From an optimization exercise on the open Yosys and OpenROAD flow, aimed at small area, a short achievable clock period and few clock cycles; shortcuts taken in it are not production practice.
At most, simulation tests tie the RTL to the original design; equivalence was not proved.
Power and IR drop assume default switching activity.

==> inputs of run a <==
// LASER
module LASER (
    input        CLK,
    input        RST,
    input  [3:0] X,
    input  [3:0] Y,
    output [3:0] C1X,
    output [3:0] C1Y,
    output [3:0] C2X,
    output [3:0] C2Y,
    output       DONE
);
==> flow/config.mk <==
export PLATFORM = sky130hd
export DESIGN_NAME = LASER
export DESIGN_NICKNAME = LASER
export VERILOG_FILES = /design/flow/design.v
export SDC_FILE = /design/flow/constraint.sdc
export NUM_CORES = 4
export LEC_CHECK = 0
export CAP_MARGIN = 20
export CORE_MARGIN = 2
export CORE_UTILIZATION = 40
export SLEW_MARGIN = 20
==> flow/constraint.sdc <==
create_clock -name core_clock -period 8.0 [get_ports {CLK}]
set_input_delay 1.6000 -clock core_clock [delete_from_list [all_inputs] [get_ports {CLK}]]
set_output_delay 1.6000 -clock core_clock [all_outputs]
set_load 0.01 [all_outputs]
run.sh (not shown) runs the stock make flow with config.mk's settings and CLKGATE_MAP_FILE= SYNTH_SCRIPT=/design/flow/synth_recipe.tcl, a recipe that flattens the netlist after the stock synthesis.
==> run b: changes against run a <==
--- a/flow/design.v
+++ b/flow/design.v
@@ -31,15 +31,15 @@
 assign DONE = done_r;
 wire in_last  = (state == S_IN) && (in_cnt == 6'd39);
 reg  pe_r;      
 reg  vu_r;      
 wire pass_end = pe_r;
 wire vupd     = vu_r;
 wire conv     = k2 && (mx == ax) && (my == ay);
-reg  [3:0] cy;      
+wire [3:0] cy = pass_end ? my : ph[3:0];
 wire pvn0;
 wire pvn1;
 wire pvn2;
 wire pvn3;
 wire pvn4;
 wire pvn5;
 wire pvn6;
@@ -75,20 +75,22 @@
 wire pvn36;
 wire pvn37;
 wire pvn38;
 wire pvn39;
 wire [4:0] ncy = 5'd0 - {1'b0, cy};
 function [2:0] cls;
     input [4:0] s;
-    begin
-        cls[2] = (s == 5'd0) | (s == 5'd1) | (s == 5'd2) | (s == 5'd3) | (s == 5'd4) |
-                 (s == 5'd31) | (s == 5'd30) | (s == 5'd29) | (s == 5'd28);
-        cls[1] = (s == 5'd0) | (s == 5'd1) | (s == 5'd2) | (s == 5'd31) | (s == 5'd30);
-        cls[0] = (s == 5'd0) | (s == 5'd3) | (s == 5'd29);
-    end
+    case (s)
+        5'd0:            cls = 3'b111;
+        5'd1,  5'd2,
+        5'd31, 5'd30:    cls = 3'b110;
+        5'd3,  5'd29:    cls = 3'b101;
+        5'd4,  5'd28:    cls = 3'b100;
+        default:         cls = 3'b000;
+    endcase
 endfunction
 wire [4:0] s0 = {1'b0, py[39]} + ncy;
 wire [4:0] s1 = {1'b0, py[0]} + ncy;
 wire [4:0] s2 = {1'b0, py[1]} + ncy;
 wire [4:0] s3 = {1'b0, py[2]} + ncy;
 wire [4:0] s4 = {1'b0, py[3]} + ncy;
 wire [4:0] s5 = {1'b0, py[4]} + ncy;
@@ -166,28 +168,33 @@
     {pk[36], pr[36]} <= cls(s36) & {pass_end | pvn36, 2'b11};
     {pk[37], pr[37]} <= cls(s37) & {pass_end | pvn37, 2'b11};
     {pk[38], pr[38]} <= cls(s38) & {pass_end | pvn38, 2'b11};
     {pk[39], pr[39]} <= cls(s39) & {pass_end | pvn39, 2'b11};
 end
 function [11:0] ftab;    
     input [3:0] rb;
-    begin
-        ftab[0] = (rb == 4'd0) | (rb == 4'd4) | (rb == 4'd5) | (rb == 4'd6) | (rb == 4'd8) | (rb == 4'd9) | (rb == 4'd10) | (rb == 4'd11) | (rb == 4'd12) | (rb == 4'd13) | (rb == 4'd14) | (rb == 4'd15);
-        ftab[1] = (rb == 4'd1) | (rb == 4'd4) | (rb == 4'd5) | (rb == 4'd6) | (rb == 4'd7) | (rb == 4'd8) | (rb == 4'd9) | (rb == 4'd10) | (rb == 4'd11) | (rb == 4'd12) | (rb == 4'd13) | (rb == 4'd14) | (rb == 4'd15);
-        ftab[2] = (rb == 4'd2) | (rb == 4'd4) | (rb == 4'd5) | (rb == 4'd6) | (rb == 4'd7) | (rb == 4'd8) | (rb == 4'd9) | (rb == 4'd10) | (rb == 4'd11) | (rb == 4'd12) | (rb == 4'd13) | (rb == 4'd14) | (rb == 4'd15);
-        ftab[3] = (rb == 4'd3) | (rb == 4'd5) | (rb == 4'd6) | (rb == 4'd7) | (rb == 4'd8) | (rb == 4'd9) | (rb == 4'd10) | (rb == 4'd11) | (rb == 4'd12) | (rb == 4'd13) | (rb == 4'd14) | (rb == 4'd15);
-        ftab[4] = (rb == 4'd6) | (rb == 4'd7) | (rb == 4'd9) | (rb == 4'd10) | (rb == 4'd11) | (rb == 4'd12) | (rb == 4'd13) | (rb == 4'd14) | (rb == 4'd15);
-        ftab[5] = (rb == 4'd7) | (rb == 4'd10) | (rb == 4'd11) | (rb == 4'd13) | (rb == 4'd14) | (rb == 4'd15);
-        ftab[6] = (rb == 4'd11) | (rb == 4'd14) | (rb == 4'd15);
-        ftab[7] = (rb == 4'd15);
-        ftab[8] = (rb == 4'd12);
-        ftab[9] = (rb == 4'd8) | (rb == 4'd12) | (rb == 4'd13);
-        ftab[10] = (rb == 4'd4) | (rb == 4'd8) | (rb == 4'd9) | (rb == 4'd12) | (rb == 4'd13) | (rb == 4'd14);
-        ftab[11] = (rb == 4'd4) | (rb == 4'd5) | (rb == 4'd8) | (rb == 4'd9) | (rb == 4'd10) | (rb == 4'd12) | (rb == 4'd13) | (rb == 4'd14) | (rb == 4'd15);
-    end
+    case (rb)
+        4'd0: ftab = {4'd0, 4'd0, 4'd1};
+        4'd1: ftab = {4'd0, 4'd0, 4'd2};
+        4'd2: ftab = {4'd0, 4'd0, 4'd4};
+        4'd3: ftab = {4'd0, 4'd0, 4'd8};
+        4'd4: ftab = {4'd12, 4'd0, 4'd7};
+        4'd5: ftab = {4'd8, 4'd0, 4'd15};
+        4'd6: ftab = {4'd0, 4'd1, 4'd15};
+        4'd7: ftab = {4'd0, 4'd3, 4'd14};
+        4'd8: ftab = {4'd14, 4'd0, 4'd15};
+        4'd9: ftab = {4'd12, 4'd1, 4'd15};
+        4'd10: ftab = {4'd8, 4'd3, 4'd15};
+        4'd11: ftab = {4'd0, 4'd7, 4'd15};
+        4'd12: ftab = {4'd15, 4'd1, 4'd15};
+        4'd13: ftab = {4'd14, 4'd3, 4'd15};
+        4'd14: ftab = {4'd12, 4'd7, 4'd15};
+        4'd15: ftab = {4'd8, 4'd15, 4'd15};
+        default: ftab = 12'd0;
+    endcase
 endfunction
 wire [15:0] mxo;
 assign mxo[0] = ~mx[3] & ~mx[2] & ~mx[1] & ~mx[0];
 assign mxo[1] = ~mx[3] & ~mx[2] & ~mx[1] & mx[0];
 assign mxo[2] = ~mx[3] & ~mx[2] & mx[1] & ~mx[0];
 assign mxo[3] = ~mx[3] & ~mx[2] & mx[1] & mx[0];
 assign mxo[4] = ~mx[3] & mx[2] & ~mx[1] & ~mx[0];
@@ -2481,17 +2488,14 @@
         l3c[i] = t3 ? q2c[2*i+1] : q2c[2*i];
         l3x[i] = t3 ? {1'b1, q2x[2*i+1]} : {1'b0, q2x[2*i]};
     end
     t4 = oddB ? (l3c[1] > l3c[0]) : (l3c[1] >= l3c[0]);
     rc = t4 ? l3c[1] : l3c[0];
     rx = t4 ? {1'b1, l3x[1]} : {1'b0, l3x[0]};
 end
-wire mwin = state == S_RUN && ph >= 5'd4 && ph <= 5'd19 &&
-            (ph == 5'd4 || rc >= best);
-wire [3:0] my_d = mwin ? rowB[3:0] : my;
 always @(posedge CLK or posedge RST) begin
     if (RST) begin
         state  <= S_IN;
         in_cnt <= 6'd0;
         ph     <= 5'd0;
         done_r <= 1'b0;
         pe_r   <= 1'b0;
@@ -2622,16 +2626,15 @@
         bx <= 4'd0; by <= 4'd0;
         k2 <= 1'b0;
     end else if (pass_end) begin
         ax <= bx; ay <= by;
         bx <= mx; by <= my;
         k2 <= 1'b1;
     end
-    if (mwin) begin
+    if (state == S_RUN && ph >= 5'd4 && ph <= 5'd19 &&
+        (ph == 5'd4 || rc >= best)) begin
         best <= rc;
         mx   <= rx;
         my   <= rowB[3:0];
     end
-    cy <= (state == S_RUN && ph == 5'd19) ? my_d :
-          (state == S_RUN && !pass_end) ? ph[3:0] + 4'd1 : 4'd0;
 end
 endmodule
==> results.txt <==
                                                         run b        run a
Run status                            timing/DRC/antenna clean  timing/DRC/antenna clean
Proportion of cell area occupied by registers            29.6%        20.6%
Clock buffers                                              184          138
Final HPWL from detailed placement                      215 mm       268 mm
Worst-case register-to-register setup slack            2.45 ns      2.45 ns
Number of enable flip-flop cells after synthesis            14           10
Number of H-tree levels                                      4            3
Data required time of the critical path                8.72 ns      8.68 ns
Starting density of the core                             40.4%        40.2%
Cell Rows                                                  159          161
Cell internal pwr                                      12.9 mW      10.4 mW
Relative slew margins                                    14.3%        18.1%
Power per Cell Area                                230 nW/um^2  227 nW/um^2
Die width                                               440 um       443 um
Async set or reset register ratio after synthesis        1.30%        1.92%
Routed via count                                         61100        77100
Function was not checked in any run of this note: the RTL went through the layout flow alone.

========
==> trial 75 <==
Another version of the RTL of LASER (not shown whole).
==> flow/config.mk <==
export PLATFORM = sky130hd
export DESIGN_NAME = LASER
export DESIGN_NICKNAME = LASER
export VERILOG_FILES = /design/flow/design.v
export SDC_FILE = /design/flow/constraint.sdc
export NUM_CORES = 4
export LEC_CHECK = 0
export CAP_MARGIN = 20
export CORE_MARGIN = 2
export CORE_UTILIZATION = 40
export SLEW_MARGIN = 20
==> flow/constraint.sdc <==
create_clock -name core_clock -period 8.0 [get_ports {CLK}]
set_input_delay 1.6000 -clock core_clock [delete_from_list [all_inputs] [get_ports {CLK}]]
set_output_delay 1.6000 -clock core_clock [all_outputs]
set_load 0.01 [all_outputs]
==> trial 40: changes against trial 75 <==
--- a/flow/design.v
+++ b/flow/design.v
@@ -31,15 +31,15 @@
 assign DONE = done_r;
 wire in_last  = (state == S_IN) && (in_cnt == 6'd39);
 reg  pe_r;      
 reg  vu_r;      
 wire pass_end = pe_r;
 wire vupd     = vu_r;
 wire conv     = k2 && (mx == ax) && (my == ay);
-wire [3:0] cy = pass_end ? my : ph[3:0];
+reg  [3:0] cy;      
 wire pvn0;
 wire pvn1;
 wire pvn2;
 wire pvn3;
 wire pvn4;
 wire pvn5;
 wire pvn6;
@@ -75,22 +75,20 @@
 wire pvn36;
 wire pvn37;
 wire pvn38;
 wire pvn39;
 wire [4:0] ncy = 5'd0 - {1'b0, cy};
 function [2:0] cls;
     input [4:0] s;
-    case (s)
-        5'd0:            cls = 3'b111;
-        5'd1,  5'd2,
-        5'd31, 5'd30:    cls = 3'b110;
-        5'd3,  5'd29:    cls = 3'b101;
-        5'd4,  5'd28:    cls = 3'b100;
-        default:         cls = 3'b000;
-    endcase
+    begin
+        cls[2] = (s == 5'd0) | (s == 5'd1) | (s == 5'd2) | (s == 5'd3) | (s == 5'd4) |
+                 (s == 5'd31) | (s == 5'd30) | (s == 5'd29) | (s == 5'd28);
+        cls[1] = (s == 5'd0) | (s == 5'd1) | (s == 5'd2) | (s == 5'd31) | (s == 5'd30);
+        cls[0] = (s == 5'd0) | (s == 5'd3) | (s == 5'd29);
+    end
 endfunction
 wire [4:0] s0 = {1'b0, py[39]} + ncy;
 wire [4:0] s1 = {1'b0, py[0]} + ncy;
 wire [4:0] s2 = {1'b0, py[1]} + ncy;
 wire [4:0] s3 = {1'b0, py[2]} + ncy;
 wire [4:0] s4 = {1'b0, py[3]} + ncy;
 wire [4:0] s5 = {1'b0, py[4]} + ncy;
@@ -168,33 +166,28 @@
     {pk[36], pr[36]} <= cls(s36) & {pass_end | pvn36, 2'b11};
     {pk[37], pr[37]} <= cls(s37) & {pass_end | pvn37, 2'b11};
     {pk[38], pr[38]} <= cls(s38) & {pass_end | pvn38, 2'b11};
     {pk[39], pr[39]} <= cls(s39) & {pass_end | pvn39, 2'b11};
 end
 function [11:0] ftab;    
     input [3:0] rb;
-    case (rb)
-        4'd0: ftab = {4'd0, 4'd0, 4'd1};
-        4'd1: ftab = {4'd0, 4'd0, 4'd2};
-        4'd2: ftab = {4'd0, 4'd0, 4'd4};
-        4'd3: ftab = {4'd0, 4'd0, 4'd8};
-        4'd4: ftab = {4'd12, 4'd0, 4'd7};
-        4'd5: ftab = {4'd8, 4'd0, 4'd15};
-        4'd6: ftab = {4'd0, 4'd1, 4'd15};
-        4'd7: ftab = {4'd0, 4'd3, 4'd14};
-        4'd8: ftab = {4'd14, 4'd0, 4'd15};
-        4'd9: ftab = {4'd12, 4'd1, 4'd15};
-        4'd10: ftab = {4'd8, 4'd3, 4'd15};
-        4'd11: ftab = {4'd0, 4'd7, 4'd15};
-        4'd12: ftab = {4'd15, 4'd1, 4'd15};
-        4'd13: ftab = {4'd14, 4'd3, 4'd15};
-        4'd14: ftab = {4'd12, 4'd7, 4'd15};
-        4'd15: ftab = {4'd8, 4'd15, 4'd15};
-        default: ftab = 12'd0;
-    endcase
+    begin
+        ftab[0] = (rb == 4'd0) | (rb == 4'd4) | (rb == 4'd5) | (rb == 4'd6) | (rb == 4'd8) | (rb == 4'd9) | (rb == 4'd10) | (rb == 4'd11) | (rb == 4'd12) | (rb == 4'd13) | (rb == 4'd14) | (rb == 4'd15);
+        ftab[1] = (rb == 4'd1) | (rb == 4'd4) | (rb == 4'd5) | (rb == 4'd6) | (rb == 4'd7) | (rb == 4'd8) | (rb == 4'd9) | (rb == 4'd10) | (rb == 4'd11) | (rb == 4'd12) | (rb == 4'd13) | (rb == 4'd14) | (rb == 4'd15);
+        ftab[2] = (rb == 4'd2) | (rb == 4'd4) | (rb == 4'd5) | (rb == 4'd6) | (rb == 4'd7) | (rb == 4'd8) | (rb == 4'd9) | (rb == 4'd10) | (rb == 4'd11) | (rb == 4'd12) | (rb == 4'd13) | (rb == 4'd14) | (rb == 4'd15);
+        ftab[3] = (rb == 4'd3) | (rb == 4'd5) | (rb == 4'd6) | (rb == 4'd7) | (rb == 4'd8) | (rb == 4'd9) | (rb == 4'd10) | (rb == 4'd11) | (rb == 4'd12) | (rb == 4'd13) | (rb == 4'd14) | (rb == 4'd15);
+        ftab[4] = (rb == 4'd6) | (rb == 4'd7) | (rb == 4'd9) | (rb == 4'd10) | (rb == 4'd11) | (rb == 4'd12) | (rb == 4'd13) | (rb == 4'd14) | (rb == 4'd15);
+        ftab[5] = (rb == 4'd7) | (rb == 4'd10) | (rb == 4'd11) | (rb == 4'd13) | (rb == 4'd14) | (rb == 4'd15);
+        ftab[6] = (rb == 4'd11) | (rb == 4'd14) | (rb == 4'd15);
+        ftab[7] = (rb == 4'd15);
+        ftab[8] = (rb == 4'd12);
+        ftab[9] = (rb == 4'd8) | (rb == 4'd12) | (rb == 4'd13);
+        ftab[10] = (rb == 4'd4) | (rb == 4'd8) | (rb == 4'd9) | (rb == 4'd12) | (rb == 4'd13) | (rb == 4'd14);
+        ftab[11] = (rb == 4'd4) | (rb == 4'd5) | (rb == 4'd8) | (rb == 4'd9) | (rb == 4'd10) | (rb == 4'd12) | (rb == 4'd13) | (rb == 4'd14) | (rb == 4'd15);
+    end
 endfunction
 wire [15:0] mxo;
 assign mxo[0] = ~mx[3] & ~mx[2] & ~mx[1] & ~mx[0];
 assign mxo[1] = ~mx[3] & ~mx[2] & ~mx[1] & mx[0];
 assign mxo[2] = ~mx[3] & ~mx[2] & mx[1] & ~mx[0];
 assign mxo[3] = ~mx[3] & ~mx[2] & mx[1] & mx[0];
 assign mxo[4] = ~mx[3] & mx[2] & ~mx[1] & ~mx[0];
@@ -2514,16 +2507,19 @@
     cnt_r[10] <= col10;
     cnt_r[11] <= col11;
     cnt_r[12] <= col12;
     cnt_r[13] <= col13;
     cnt_r[14] <= col14;
     cnt_r[15] <= col15;
 end
-wire [4:0] rowA = ph - 5'd3;    
-wire [4:0] rowB = ph - 5'd4;         
+reg  [4:0] rowA;       
+reg  [4:0] rowB;       
+reg        mact;       
+reg        mfst;       
+reg        lmrg;       
 wire oddA = rowA[0];
 wire oddB = rowB[0];
 reg  [5:0] l1c [0:7];  reg [0:0] l1x [0:7];
 reg  [5:0] l2c [0:3];  reg [1:0] l2x [0:3];
 reg  [5:0] q2c [0:3];  reg [1:0] q2x [0:3];
 reg  [5:0] l3c [0:1];  reg [2:0] l3x [0:1];
 reg  [5:0] rc;         reg [3:0] rx;
@@ -2552,25 +2548,44 @@
         l3c[i] = t3 ? q2c[2*i+1] : q2c[2*i];
         l3x[i] = t3 ? {1'b1, q2x[2*i+1]} : {1'b0, q2x[2*i]};
     end
     t4 = oddB ? (l3c[1] > l3c[0]) : (l3c[1] >= l3c[0]);
     rc = t4 ? l3c[1] : l3c[0];
     rx = t4 ? {1'b1, l3x[1]} : {1'b0, l3x[0]};
 end
+wire mwin = mact && (mfst || rc >= best);
+wire       run_nx = (state == S_IN && in_last) || (state == S_RUN && !(pass_end && conv));
+wire [4:0] ph_nx  = (state == S_RUN && !pass_end) ? ph + 5'd1 : 5'd0;
+always @(posedge CLK or posedge RST) begin
+    if (RST) begin
+        rowA <= 5'd0;
+        rowB <= 5'd0;
+        mact <= 1'b0;
+        mfst <= 1'b0;
+        lmrg <= 1'b0;
+    end else begin
+        rowA <= ph_nx - 5'd3;
+        rowB <= ph_nx - 5'd4;
+        mact <= run_nx && ph_nx >= 5'd4 && ph_nx <= 5'd19;
+        mfst <= run_nx && ph_nx == 5'd4;
+        lmrg <= run_nx && ph_nx == 5'd19;
+    end
+end
+wire [3:0] my_d = mwin ? rowB[3:0] : my;
 always @(posedge CLK or posedge RST) begin
     if (RST) begin
         state  <= S_IN;
         in_cnt <= 6'd0;
         ph     <= 5'd0;
         done_r <= 1'b0;
         pe_r   <= 1'b0;
         vu_r   <= 1'b0;
     end else begin
         done_r <= 1'b0;
-        pe_r   <= (state == S_RUN) && (ph == 5'd19);
+        pe_r   <= lmrg;
         vu_r   <= pass_end && !conv;
         case (state)
             S_IN: begin
                 in_cnt <= in_cnt + 6'd1;
                 ph     <= 5'd0;
                 if (in_last) state <= S_RUN;
             end
@@ -2690,15 +2705,15 @@
         bx <= 4'd0; by <= 4'd0;
         k2 <= 1'b0;
     end else if (pass_end) begin
         ax <= bx; ay <= by;
         bx <= mx; by <= my;
         k2 <= 1'b1;
     end
-    if (state == S_RUN && ph >= 5'd4 && ph <= 5'd19 &&
-        (ph == 5'd4 || rc >= best)) begin
+    if (mwin) begin
         best <= rc;
         mx   <= rx;
         my   <= rowB[3:0];
     end
+    cy <= lmrg ? my_d : ph_nx[3:0];
 end
 endmodule
==> results.txt <==
Core utilization: trial 40 is lower than trial 75 (1.2 points).
In trial 75 the global-route usage is lower than in trial 40, by 7.6 points.
In trial 40 the non-clock buffer count is higher than in trial 75, by 75.
Between trial 75 and trial 40, the lower die area is in trial 75 (gap about 3.4%, measured against trial 40).
Against trial 75, the first-iteration DRC count of trial 40 is larger by 87%.
Against trial 75, the area after synthesis of trial 40 is higher by about 3.5%.
Between trial 75 and trial 40, the lower setup slack is in trial 75 (gap 430 ps).
In trial 40 the flip-flop and latch count is lower than in trial 75, by 388.
Against trial 40, the total power of trial 75 is higher by 13%.
Trial 40 ran to the end with no violations. Trial 75 finished clean.
==> figures <==
Xor and xnor fraction of the mapped netlist area: trial 75 2.61%; trial 40 2.44%
DIE HEIGHT: trial 75 442 um; trial 40 450 um
Critical path depth in cells: trial 75 13; trial 40 25
First-pass GRT wire length: trial 75 407000 um; trial 40 536000 um
Inserted tap cell count: trial 75 2511; trial 40 2640
Total wire length after detailed routing: trial 75 284000 um; trial 40 378000 um
Met2 usage in global routing: trial 75 43.5%; trial 40 51.6%
Multi-input combinational cell count: trial 75 5337; trial 40 7413
Highest-delay cell along the critical path: trial 75 buf_4; trial 40 mux2_2
Inserted Diodes: trial 75 9; trial 40 15
CP Data Arrival Time: trial 75 6450 ps; trial 40 5980 ps
Worst Reg2Reg Path Length in Cells: trial 75 13; trial 40 25
Buffering overhead: trial 75 0.887%; trial 40 1.59%
Max stage delay on crit path: trial 75 760 ps; trial 40 370 ps
Global-route met3 utilization: trial 75 7.46%; trial 40 8.54%
Via density per instance: trial 75 5.87; trial 40 6.47
Most common library cell in the layout ignoring fill and taps: trial 75 dfxtp_1; trial 40 inv_1
Worst path most repeated cell: trial 75 buf_4; trial 40 o21ai_0
Result of the run: trial 75 timing/DRC/antenna clean; trial 40 timing/DRC/antenna clean
Testbench counts of trial 40, summed over its fixed seeds: cycles 17,669.
Function not checked in trial 75: the RTL went through the layout flow alone.

separate check: timing with driven ports:
No port has a modelled driver above. Below, the same layouts with a new extraction and two added sets of constraints. Step 1: set_driving_cell puts a clkbuf_16 on CLK and a buf_2 on each other input, an assumption about the parent block. Step 2 moves the port delays by t, midway between the first and last clock arrival at a register: inputs arrive t later, outputs are due t later. That takes back most of the time a late clock gives input paths. Three values: ideal ports, drivers, drivers and shift; two values: the first two.
| run | t (ns) | setup slack, ns | clock arrival spread, ns | slew at the worst register clock pin (ns) | cell pins on the clock port's net |
|---|---|---|---|---|---|
| run a | 0.873 | 2.452 / 2.452 / 2.452 | 0.064 / 0.065 | 0.08 / 0.08 | 1 |
| run b | 0.893 | 2.447 / 2.447 / 2.447 | 0.037 / 0.036 | 0.07 / 0.07 | 1 |
| trial 75 | 0.888 | 2.266 / 2.266 / 2.266 | 0.033 / 0.034 | 0.07 / 0.07 | 1 |
| trial 40 | 0.879 | 2.697 / 2.697 / 2.697 | 0.068 / 0.068 | 0.07 / 0.07 | 1 |
After both steps every run listed still meets setup and hold.
